This is an optimization exercise on Yosys and OpenROAD, whose aim is a short achievable clock period and few clock cycles, not a production implementation. Only the layout flow was run in this run; the RTL was not checked for function there. No activity file was given, so power comes from the tool's default toggle rates.

==> flow/flow/run.sh <==
#!/bin/bash
# Standard ORFS layout (the standard.sh, unchanged synthesis), with repair_timing asked to
# keep a larger setup margin so that the achieved period, not just the 10 ns clock, is optimised.
set -euo pipefail
MARGIN=$(cat flow/margin.txt)
bash standard.sh SETUP_SLACK_MARGIN=$MARGIN finish > orfs_make.log 2>&1
==> flow/flow/margin.txt <==
6.6
==> flow/standard.sh <==
#!/bin/bash
# synth_recipe.tcl (not shown) runs the flow's synth.tcl, then flattens the netlist and writes it again
# the make line also repeats each setting of config.mk as NAME=value (left out here)
make -C /OpenROAD-flow-scripts/flow DESIGN_CONFIG=/design/flow/config.mk WORK_HOME=/design/flow/orfs CLKGATE_MAP_FILE= SYNTH_SCRIPT=/design/flow/synth_recipe.tcl "${@:-finish}"
==> flow/config.mk <==
export PLATFORM = sky130hd
export DESIGN_NAME = CPU
export DESIGN_NICKNAME = CPU
export VERILOG_FILES = /design/flow/design.v
export SDC_FILE = /design/flow/constraint.sdc
export NUM_CORES = 4
export LEC_CHECK = 0
export ABC_CLOCK_PERIOD_IN_PS = 1000
export CAP_MARGIN = 20
export CORE_MARGIN = 2
export CORE_UTILIZATION = 55
export PLACE_DENSITY = 0.7
export SLEW_MARGIN = 20
==> flow/constraint.sdc <==
create_clock -name core_clock -period 10.0 [get_ports {clk}]
set_input_delay 2.0000 -clock core_clock [delete_from_list [all_inputs] [get_ports {clk}]]
set_output_delay 2.0000 -clock core_clock [all_outputs]
set_load 0.01 [all_outputs]
==> flow/design.v <==
module CPU(
    input clk,
    input reset,
    input [31:0] idata,    
    output [31:0] iaddr,   
    input [31:0] drdata,   
    output [31:0] daddr,   
    output [31:0] dwdata,  
    output [3:0] we,       
    output [31:0] x31,
    output [31:0] pc
);
    reg  [29:0] pcf;                  
    assign iaddr = {pcf, 2'b00};
    assign pc    = {pcf, 2'b00};
    reg  [7:0]  btb_v;
    reg  [6:0]  btb_tag [0:7];
    reg  [29:0] btb_tgt [0:7];
    reg  [1:0]  btb_ctr [0:7];
    wire [2:0]  f_idx = pcf[2:0];
    reg  [7:0]  f_match;
    integer k;
    always @* begin
        for (k = 0; k < 8; k = k + 1)
            f_match[k] = btb_v[k] & (f_idx == k) & (btb_tag[k] == pcf[9:3]);
    end
    reg  [7:0]  f_ctrhi;
    always @* begin
        for (k = 0; k < 8; k = k + 1)
            f_ctrhi[k] = btb_ctr[k][1];
    end
    wire [29:0] f_tgtr = btb_tgt[f_idx];
    wire [1:0]  f_ctr  = btb_ctr[f_idx];
    wire        f_hit  = |f_match;
    wire        f_take = |(f_match & f_ctrhi);
    wire [29:0] f_pc1  = pcf + 30'd1;
    wire [29:0] f_npc  = f_take ? f_tgtr : f_pc1;
    wire        stall;                
    wire        redir;                
    wire        taken;
    wire        sfb_kill;             
    wire [29:0] pc_seq = stall ? pcf : f_npc;
    wire [29:0] pc_t, pc_nt;
    always @(posedge clk) begin
        if (reset) pcf <= 30'd0;
        else       pcf <= taken ? pc_t : pc_nt;
    end
    reg         dv;
    reg  [31:0] dir;
    reg  [29:0] dpc, dpnpc;
    reg         dhit, dtake;
    reg  [29:0] doff;                 
    wire [31:0] f_immB = {{19{idata[31]}}, idata[31], idata[7], idata[30:25], idata[11:8], 1'b0};
    wire [31:0] f_immJ = {{11{idata[31]}}, idata[31], idata[19:12], idata[20], idata[30:21], 1'b0};
    wire [31:0] f_off  = idata[3] ? f_immJ : f_immB;      
    reg  [1:0]  dctr;
    always @(posedge clk) begin
        if (reset | redir) dv <= 1'b0;
        else if (!stall)   dv <= 1'b1;
        if (!stall) begin
            dir   <= idata;
            dpc   <= pcf;
            dpnpc <= f_npc;
            dhit  <= f_hit;
            dtake <= f_take;
            dctr  <= f_ctr;
            doff  <= f_off[31:2];
        end
    end
    wire [6:0] d_opc = dir[6:0];
    wire [2:0] d_f3  = dir[14:12];
    wire [4:0] d_rs1 = dir[19:15];
    wire [4:0] d_rs2 = dir[24:20];
    wire [4:0] d_rd  = dir[11:7];
    wire d_lui   = d_opc == 7'b0110111;
    wire d_auipc = d_opc == 7'b0010111;
    wire d_jal   = d_opc == 7'b1101111;
    wire d_jalr  = d_opc == 7'b1100111;
    wire d_br    = d_opc == 7'b1100011;
    wire d_ld    = d_opc == 7'b0000011;
    wire d_st    = d_opc == 7'b0100011;
    wire d_opi   = d_opc == 7'b0010011;
    wire d_op    = d_opc == 7'b0110011;
    wire d_use1  = ~(d_lui | d_auipc | d_jal);
    wire d_use2  = d_br | d_st | d_op;
    wire d_wen   = (d_lui | d_auipc | d_jal | d_jalr | d_ld | d_opi | d_op) & (d_rd != 5'd0);
    wire [31:0] immI = {{20{dir[31]}}, dir[31:20]};
    wire [31:0] immS = {{20{dir[31]}}, dir[31:25], dir[11:7]};
    wire [31:0] immB = {{19{dir[31]}}, dir[31], dir[7], dir[30:25], dir[11:8], 1'b0};
    wire [31:0] immU = {dir[31:12], 12'b0};
    wire [31:0] immJ = {{11{dir[31]}}, dir[31], dir[19:12], dir[20], dir[30:21], 1'b0};
    wire [29:0] d_pc1  = dpc + 30'd1;
    wire [29:0] d_tgt  = dpc + doff;
    wire        d_sfb  = d_br & (immB == 32'd8);
    wire [31:0] d_auipcv = {dpc, 2'b00} + immU;
    wire [31:0] d_cval = d_lui ? immU : d_auipc ? d_auipcv : {d_pc1, 2'b00};
    wire d_alu   = d_opi | d_op;
    wire s_sum   = d_alu & (d_f3 == 3'd0);                       
    wire s_lt    = d_alu & (d_f3[2:1] == 2'b01);                 
    wire s_neg   = (d_op & dir[30] & (d_f3 == 3'd0)) | s_lt;     
    wire s_sll   = d_alu & (d_f3 == 3'd1);
    wire s_srl   = d_alu & (d_f3 == 3'd5);
    wire s_xor   = d_alu & (d_f3 == 3'd4);
    wire s_or    = d_alu & (d_f3 == 3'd6);
    wire s_and   = d_alu & (d_f3 == 3'd7);
    wire s_const = d_lui | d_auipc | d_jal | d_jalr;
    wire d_useR2 = d_op | d_br;                                  
    reg  [31:0] rf [1:31];
    reg         wwen;
    reg  [4:0]  wrd;
    reg  [31:0] wval;
    wire [31:0] rf1 = (d_rs1 == 5'd0) ? 32'd0 : rf[d_rs1];
    wire [31:0] rf2 = (d_rs2 == 5'd0) ? 32'd0 : rf[d_rs2];
    wire [31:0] d_rv1 = (wwen && wrd == d_rs1) ? wval : rf1;
    wire [31:0] d_rv2 = (wwen && wrd == d_rs2) ? wval : rf2;
    reg         ev, ewen, eld, est, ebr, ejal, ejalr, esfb, ehit;
    reg  [4:0]  erd;
    reg  [2:0]  ef3;
    reg  [31:0] erv1, erv2, eop2, ecval;    
    reg         eneg, es_sum, es_lt, es_ltu, es_sll, es_srl, es_xor, es_or, es_and, es_const, esra;
    reg  [29:0] epc1, etgt, epnpc;
    reg  [29:0] epc;
    reg  [1:0]  ectr;
    reg         mwen, mld;
    reg  [4:0]  mrd;
    reg  [2:0]  mf3;
    reg  [31:0] mres;
    wire [31:0] e_fast, e_sh, e_oth, e_res;
    wire [31:0] m_wnext;
    wire d_f1e = ewen & (erd == d_rs1);
    wire d_f1m = mwen & (mrd == d_rs1);
    wire d_f2e = ewen & (erd == d_rs2);
    wire d_f2m = mwen & (mrd == d_rs2);
    wire es_fast = es_sum | es_lt;
    wire es_sh   = es_sll | es_srl;
    wire [31:0] d_p1 = d_f1e ? e_oth : d_f1m ? m_wnext : d_rv1;
    wire [31:0] d_p2 = d_f2e ? e_oth : d_f2m ? m_wnext : d_rv2;
    wire [31:0] d_fv1 = (d_f1e & es_fast) ? e_fast : (d_f1e & es_sh) ? e_sh : d_p1;
    wire [31:0] d_fv2 = (d_f2e & es_fast) ? e_fast : (d_f2e & es_sh) ? e_sh : d_p2;
    wire [31:0] d_inv = {32{s_neg}};
    wire        d_g2  = d_useR2 & d_f2e;
    wire [31:0] d_op2 = (d_g2 & es_fast) ? (e_fast ^ d_inv) : (d_g2 & es_sh) ? (e_sh ^ d_inv) :
                        ((d_useR2 ? d_p2 : d_st ? immS : immI) ^ d_inv);
    assign stall = dv & eld & ewen & ((d_use1 & (d_rs1 == erd)) | (d_use2 & (d_rs2 == erd)));
    wire d_adv = dv & ~stall & ~redir & ~sfb_kill;
    always @(posedge clk) begin
        ev    <= ~reset & d_adv;
        ewen  <= ~reset & d_adv & d_wen;
        eld   <= d_ld;
        est   <= d_st;
        ebr   <= d_br;
        ejal  <= d_jal;
        ejalr <= d_jalr;
        erd   <= d_rd;
        ef3   <= d_f3;
        erv1  <= d_fv1;
        erv2  <= d_fv2;
        eop2  <= d_op2;
        ecval <= d_cval;
        eneg  <= s_neg;
        es_sum <= s_sum; es_lt <= s_lt; es_ltu <= d_f3[0]; es_sll <= s_sll; es_srl <= s_srl;
        es_xor <= s_xor; es_or <= s_or; es_and <= s_and; es_const <= s_const;
        esra  <= dir[30];
        epc1  <= d_pc1;
        etgt  <= d_tgt;
        epc   <= dpc;
        ehit  <= dhit;
        ectr  <= dctr;
        epnpc <= dpnpc;
        esfb  <= d_sfb;
    end
    wire [31:0] A = erv1;
    wire [31:0] B = erv2;
    wire [31:0] op2 = eop2;
    wire [32:0] e_add33 = {1'b0, A} + {1'b0, op2} + {32'd0, eneg};
    wire [31:0] e_add = e_add33[31:0];
    wire        e_lt  = es_ltu ? ~e_add33[32] : ((A[31] ^ ~op2[31]) ? A[31] : e_add33[31]);
    assign e_fast = es_lt ? {31'd0, e_lt} : e_add;
    wire [31:0] e_sll = A << op2[4:0];
    wire [31:0] e_sr  = $signed({esra & A[31], A}) >>> op2[4:0];
    assign e_sh  = es_sll ? e_sll : e_sr;
    assign e_oth = ({32{es_xor}}   & (A ^ op2))
                 | ({32{es_or}}    & (A | op2))
                 | ({32{es_and}}   & (A & op2))
                 | ({32{es_const}} & ecval);
    assign e_res = es_fast ? e_fast : es_sh ? e_sh : e_oth;
    wire b_eq  = A == B;
    wire b_ltu = A < B;
    wire b_lt  = $signed(A) < $signed(B);
    assign taken = (ef3[2] ? (ef3[1] ? b_ltu : b_lt) : b_eq) ^ ef3[0];
    wire e_okt  = epnpc == etgt;
    wire e_oknt = epnpc == epc1;
    wire e_sfbk = esfb & e_oknt & dv & ~dtake;
    wire red_t  = ev & ebr & ~e_okt & ~e_sfbk;
    wire red_nt = ev & ebr & ~e_oknt;
    wire red_s  = ev & ~ebr & (ejalr | (ejal ? ~e_okt : ~e_oknt));
    assign redir = taken ? (red_t | red_s) : (red_nt | red_s);
    assign sfb_kill = ev & ebr & taken & e_sfbk;
    wire [29:0] pc_s = ejalr ? e_add[31:2] : ejal ? etgt : epc1;
    assign pc_t  = red_s ? pc_s : red_t  ? etgt : pc_seq;
    assign pc_nt = red_s ? pc_s : red_nt ? epc1 : pc_seq;
    wire        e_btrk = ev & ((ebr & ~esfb) | ejal);
    reg         u_we, u_v;
    reg  [2:0]  u_idx;
    reg  [6:0]  u_tag;
    reg  [29:0] u_tgt;
    reg  [1:0]  u_ctr;
    wire        e_tk = ejal | taken;
    wire [1:0]  e_inc = (ectr == 2'd3) ? 2'd3 : ectr + 2'd1;
    wire [1:0]  e_dec = (ectr == 2'd0) ? 2'd0 : ectr - 2'd1;
    always @(posedge clk) begin
        u_idx <= epc[2:0];
        u_tag <= epc[9:3];
        u_tgt <= etgt;
        if (reset) begin
            u_we <= 1'b0;
        end else if (e_btrk & ehit) begin
            u_we <= 1'b1; u_v <= 1'b1; u_ctr <= e_tk ? e_inc : e_dec;
        end else if (e_btrk & e_tk) begin
            u_we <= 1'b1; u_v <= 1'b1; u_ctr <= ejal ? 2'd3 : 2'd2;
        end else if (ev & ehit & ~(ebr | ejal)) begin
            u_we <= 1'b1; u_v <= 1'b0; u_ctr <= 2'd0;
        end else begin
            u_we <= 1'b0;
        end
    end
    always @(posedge clk) begin
        if (reset) btb_v <= 8'd0;
        else if (u_we) btb_v[u_idx] <= u_v;
        if (u_we) begin
            btb_tag[u_idx] <= u_tag;
            btb_tgt[u_idx] <= u_tgt;
            btb_ctr[u_idx] <= u_ctr;
        end
    end
    reg [31:0] daddr_r, dwdata_r;
    reg [3:0]  we_r;
    assign daddr = daddr_r;
    assign dwdata = dwdata_r;
    assign we = we_r;
    always @(posedge clk) begin
        daddr_r  <= e_add;
        dwdata_r <= ef3[1] ? B : ef3[0] ? {2{B[15:0]}} : {4{B[7:0]}};
        if (reset | ~ev | ~est) we_r <= 4'd0;
        else we_r <= ef3[1] ? 4'b1111 : ef3[0] ? (e_add[1] ? 4'b1100 : 4'b0011)
                                               : (4'b0001 << e_add[1:0]);
        mwen <= ~reset & ewen;
        mld  <= eld;
        mrd  <= erd;
        mf3  <= ef3;
        mres <= e_res;
    end
    wire [1:0]  m_a = daddr_r[1:0];
    wire [15:0] m_h = m_a[1] ? drdata[31:16] : drdata[15:0];
    wire [7:0]  m_b = m_a[0] ? m_h[15:8] : m_h[7:0];
    wire [31:0] m_ld = mf3[1] ? drdata :
                       mf3[0] ? {{16{~mf3[2] & m_h[15]}}, m_h} :
                                {{24{~mf3[2] & m_b[7]}}, m_b};
    assign m_wnext = mld ? m_ld : mres;
    always @(posedge clk) begin
        wwen <= ~reset & mwen;
        wrd  <= mrd;
        wval <= m_wnext;
    end
    always @(posedge clk) begin
        if (wwen) rf[wrd] <= wval;
    end
    reg [31:0] x31_r;
    always @(posedge clk)
        x31_r <= (mwen && mrd == 5'd31) ? m_wnext : (wwen && wrd == 5'd31) ? wval : rf[31];
    assign x31 = x31_r;
endmodule
==> impl_metrics.yaml <==
status:
  status: "timing/DRC/antenna clean"
floorplan:
  initial_core_util_pct: 55.5
  dieArea_um2: 173000
  ios: 230
  core_um2: 168000
  die_h_um: 415
  row_count: 150
  die_w_um: 415
synthesis:
  synth-seq-cells: 1940
  avgSynthCellArea_um2: 14.4
  ys_async_sr_fraction_pct: 0
  ys_seq_area_share_pct: 56.9
  ys_top_cells_by_area: "edfxtp_1 (46%), mux4_2 (16%), dfxtp_1 (11%)"
  synthCells: 6473
  synth_ff_type: "edfxtp_1"
  synth_edf_count: 1415
  yosysTopAreaCell: "edfxtp_1"
  synth.distinct_cells: 110
  syn-cell-area_um2: 93100
  synth_top_area_share_pct: 45.7
  ys_warn_count: 1
worst_setup_path:
  cp-end-kind: "flop"
  worstSetupStartpointType: "flop"
  crit_arrival_ns: 4.42
  crit_type: "reg -> reg"
  crit_required_ns: 10.66
  cp_slowest_stage_delay_ns: 0.38
  crit_chain: "buf_4 -> inv_1 -> ha_2 -> a21oi_1 -> o21ai_4 -> a22oi_2 -> a21oi_1 -> nor2_1 -> a21oi_2 -> a21o_1 -> a21o_1 -> fa_2 -> o21ai_2 -> a31oi_2 -> a211oi_2 -> o41a_1 -> nand2_1 -> a31oi_1 -> xor2_1"
  crit_slowest_cell: "ha_2"
  cp_max_fo: 12
routing:
  postRouteAntennaNets: 0
  wl_um: 329000
  routed_via_density: 7.03
  drt_iter0_drc: 8851
  wl_per_cell_um: 35.8
  vias: 64519
  drc: 0
  first_pass_iters: 8
clock_network:
  cts_root_buffer: "clkbuf_16"
  cts_hold_buf: 0
  cts_tree: "built"
  clk_latency_ns: 0.88
  clkTransAtPathRegs_ns: 0.06
  cts.htree.levels: 4
  cts.sinks: 1940
  cts_inserted_buffers: 193
  cts_buffer_depth: 3
sta:
  maxSlewHeadroom_pct: 23.1
  worst_pin_slew_ns: 1.14
  setup_tns_ns: 0
  post-route-period-util_pct: 37.6
  fin_crit_ns: 3.76
  hold_viol: 0
  rsz0062_at_grt: "true"
  skew_ns: 0.0787
  max_freq_mhz: 266
  holdWs_ns: 0.316
  finalSetupViolCount: 0
  drv_slew: 0
cells_and_area:
  synthToLayoutAreaGrowth_pct: 16.4
  layout.nets: 7023
  final_common_cell: "edfxtp_1"
  drive_gt1_share_pct: 28.9
  n_fill_cell: 11868
  final_cell_mix: "edfxtp_1 (1415), mux4_2 (678), dfxtp_1 (405)"
  stdcell_count: 9175
power:
  power_density_nw_per_um2: 180
  vdd_drop_max_mv: 0.203
  leakage_nw: 38.2
global_routing:
  grt_pass1_wl_um: 456000
  grt_max_degree: 75
  antenna_found_initial: 17
  grt_pass1_vias: 61674
  track_usage_pct: 37.2
  gr-total-overflow: 0
place:
  dp_hpwl_um: 206000
  dp_cells: 8586
  io_buffer_count: 225
  gp_congestion: 1.02
worst_hold_path:
  hold_path.class: "reg -> reg"
flow_run:
  maxCapViolations: 0
Yosys cell counts (45+ instances only):
master and n:
edfxtp_1 1415, mux4_2 678, dfxtp_1 525, nor2_1 405, nand2_1 386, a21oi_1 326, mux2i_1 261, o21ai_0 232
clkbuf_1 231, inv_1 167, ha_1 156, xnor2_1 153, xor2_1 132, buf_2 94, a211oi_1 88, nand3_1 78
mux2_2 69, nor3_1 65, buf_4 62, a21o_1 55, buf_1 54, a221o_1 50, nand4_1 45
report_power, final:
part           internal [mW]  switching (mW)  leakage [nW]  total, mW
clock                   4.19            3.19          3.13       7.38
combinational           1.22            1.66          17.6       2.88
sequential              8.84           0.359          17.5       9.20
cell families after synthesis:
logic type / after synthesis / share of synthesized area (%)
and+or+nand+nor: 1238 / 6.14
xor gates and xnor gates: 285 / 2.68
other: 1 / 0.00403
buffers and inverters: 645 / 3.25
DFF: 1940 / 56.9
muxes: 1019 / 20.3
adders and majority gates: 162 / 2.22
AOI/OAI and AO/OA: 1183 / 8.43
sequential cells by signal, indices dropped and copies added (netlist names), 32 cells and up, named ones only:
name / flops
erv1: 32
erv2: 32
x31_r: 32
rf: 992
mres: 32
eop2: 32
daddr_r: 32
btb_tag: 56
btb_tgt: 240
dwdata_r: 32
wval: 32
layer usage:
layer	vias up	routed length (µm)	GRT usage [%]
met1	32525	115000	47.5
li1	26064	-	-
met2	4756	151000	57.7
met3	1160	37200	8.63
met5	-	86	0
met4	14	25300	23.8
critical path, delay by kind of cell, from the launching register on:
family | cells | cell delay (ns)
AOI/OAI and AO/OA | 12 | 1.95
adders and majority gates | 2 | 0.71
buffers and inverters | 2 | 0.32
xor gates and xnor gates | 1 | 0.09
DFF | 1 | 0.30
and+or+nand+nor | 2 | 0.24
stage by stage:
| stage | area [µm²] | total power, mW | utilization, % | setup slack, ns |
|---|---|---|---|---|
| floorplan | 93300 | 10.7 | - | 6.20 |
| finish | 108000 | 19.5 | 64.7 | 6.24 |
| detailed placement | 97600 | 11.8 | 58.2 | 5.01 |
| global route | 108000 | 19.9 | 64.6 | 6.08 |
| CTS | 107000 | 19.3 | 64.0 | 6.28 |
| global placement | 97600 | 11.8 | 58.2 | 5.12 |
path summary, 6_finish.rpt:
path	startpoint	endpoint	slack, ns	depth (start not counted)
worst min-delay path	epc[0]$_DFF_P_	u_idx[0]$_DFF_P_	0.32	0
worst min register to register	epc[0]$_DFF_P_	u_idx[0]$_DFF_P_	0.32	0
worst max-delay path	erv1[12]$_DFF_P_	eop2[0]$_DFF_P_	6.24	19
worst max register to register	erv1[12]$_DFF_P_	eop2[0]$_DFF_P_	6.24	19
area by class of cell:
class,instances,area (µm²),share of cell area (%)
Antenna cell,10,25.0,0.0231
Clock buffer,258,5310,4.90
Clock inverter,102,1110,1.02
Inverter,174,703,0.649
Multi-Input combinational cell,3895,39000,36.0
Sequential cell,1940,53400,49.2
Tap cell,2204,2760,2.54
Timing Repair Buffer,591,6090,5.62
Timing Repair inverter,1,8.76,0.00808
timing repair:
| action | in CTS | in global routing |
|---|---|---|
| pin swaps | 42 | 64 |
| buffers inserted | 149 | 38 |
| gates resized for setup | 1151 | 145 |
| setup endpoints to repair | 433 | 152 |
| cloned | 23 | 9 |

==> separate check: timing with driven ports <==
The results above use ideal ports. As a check the final layout listed here was re-extracted and re-timed, cells and wires unchanged. Step 1, drivers: a clkbuf_16 drives clk and a buf_2 each remaining input, both assumed. Step 2, shift: input delay + t, output delay - t, t = (earliest + latest rising clock arrival at the registers) / 2. This alone moves slack from input paths to output paths. Slacks: ideal ports / drivers / drivers and shift; pairs: ideal ports / drivers.
t, ns: 0.931
slack for setup (ns): 6.240 / 6.240 / 5.594
hold slack, ns: 0.316 / 0.316 / 0.316
worst register clock-pin slew, ns: 0.07 / 0.07
pins driven straight from the clock port: 1
After both steps this run still meets setup and hold. The setup slack of this run moves by 0.000 ns with the drivers and by -0.646 ns with both steps.
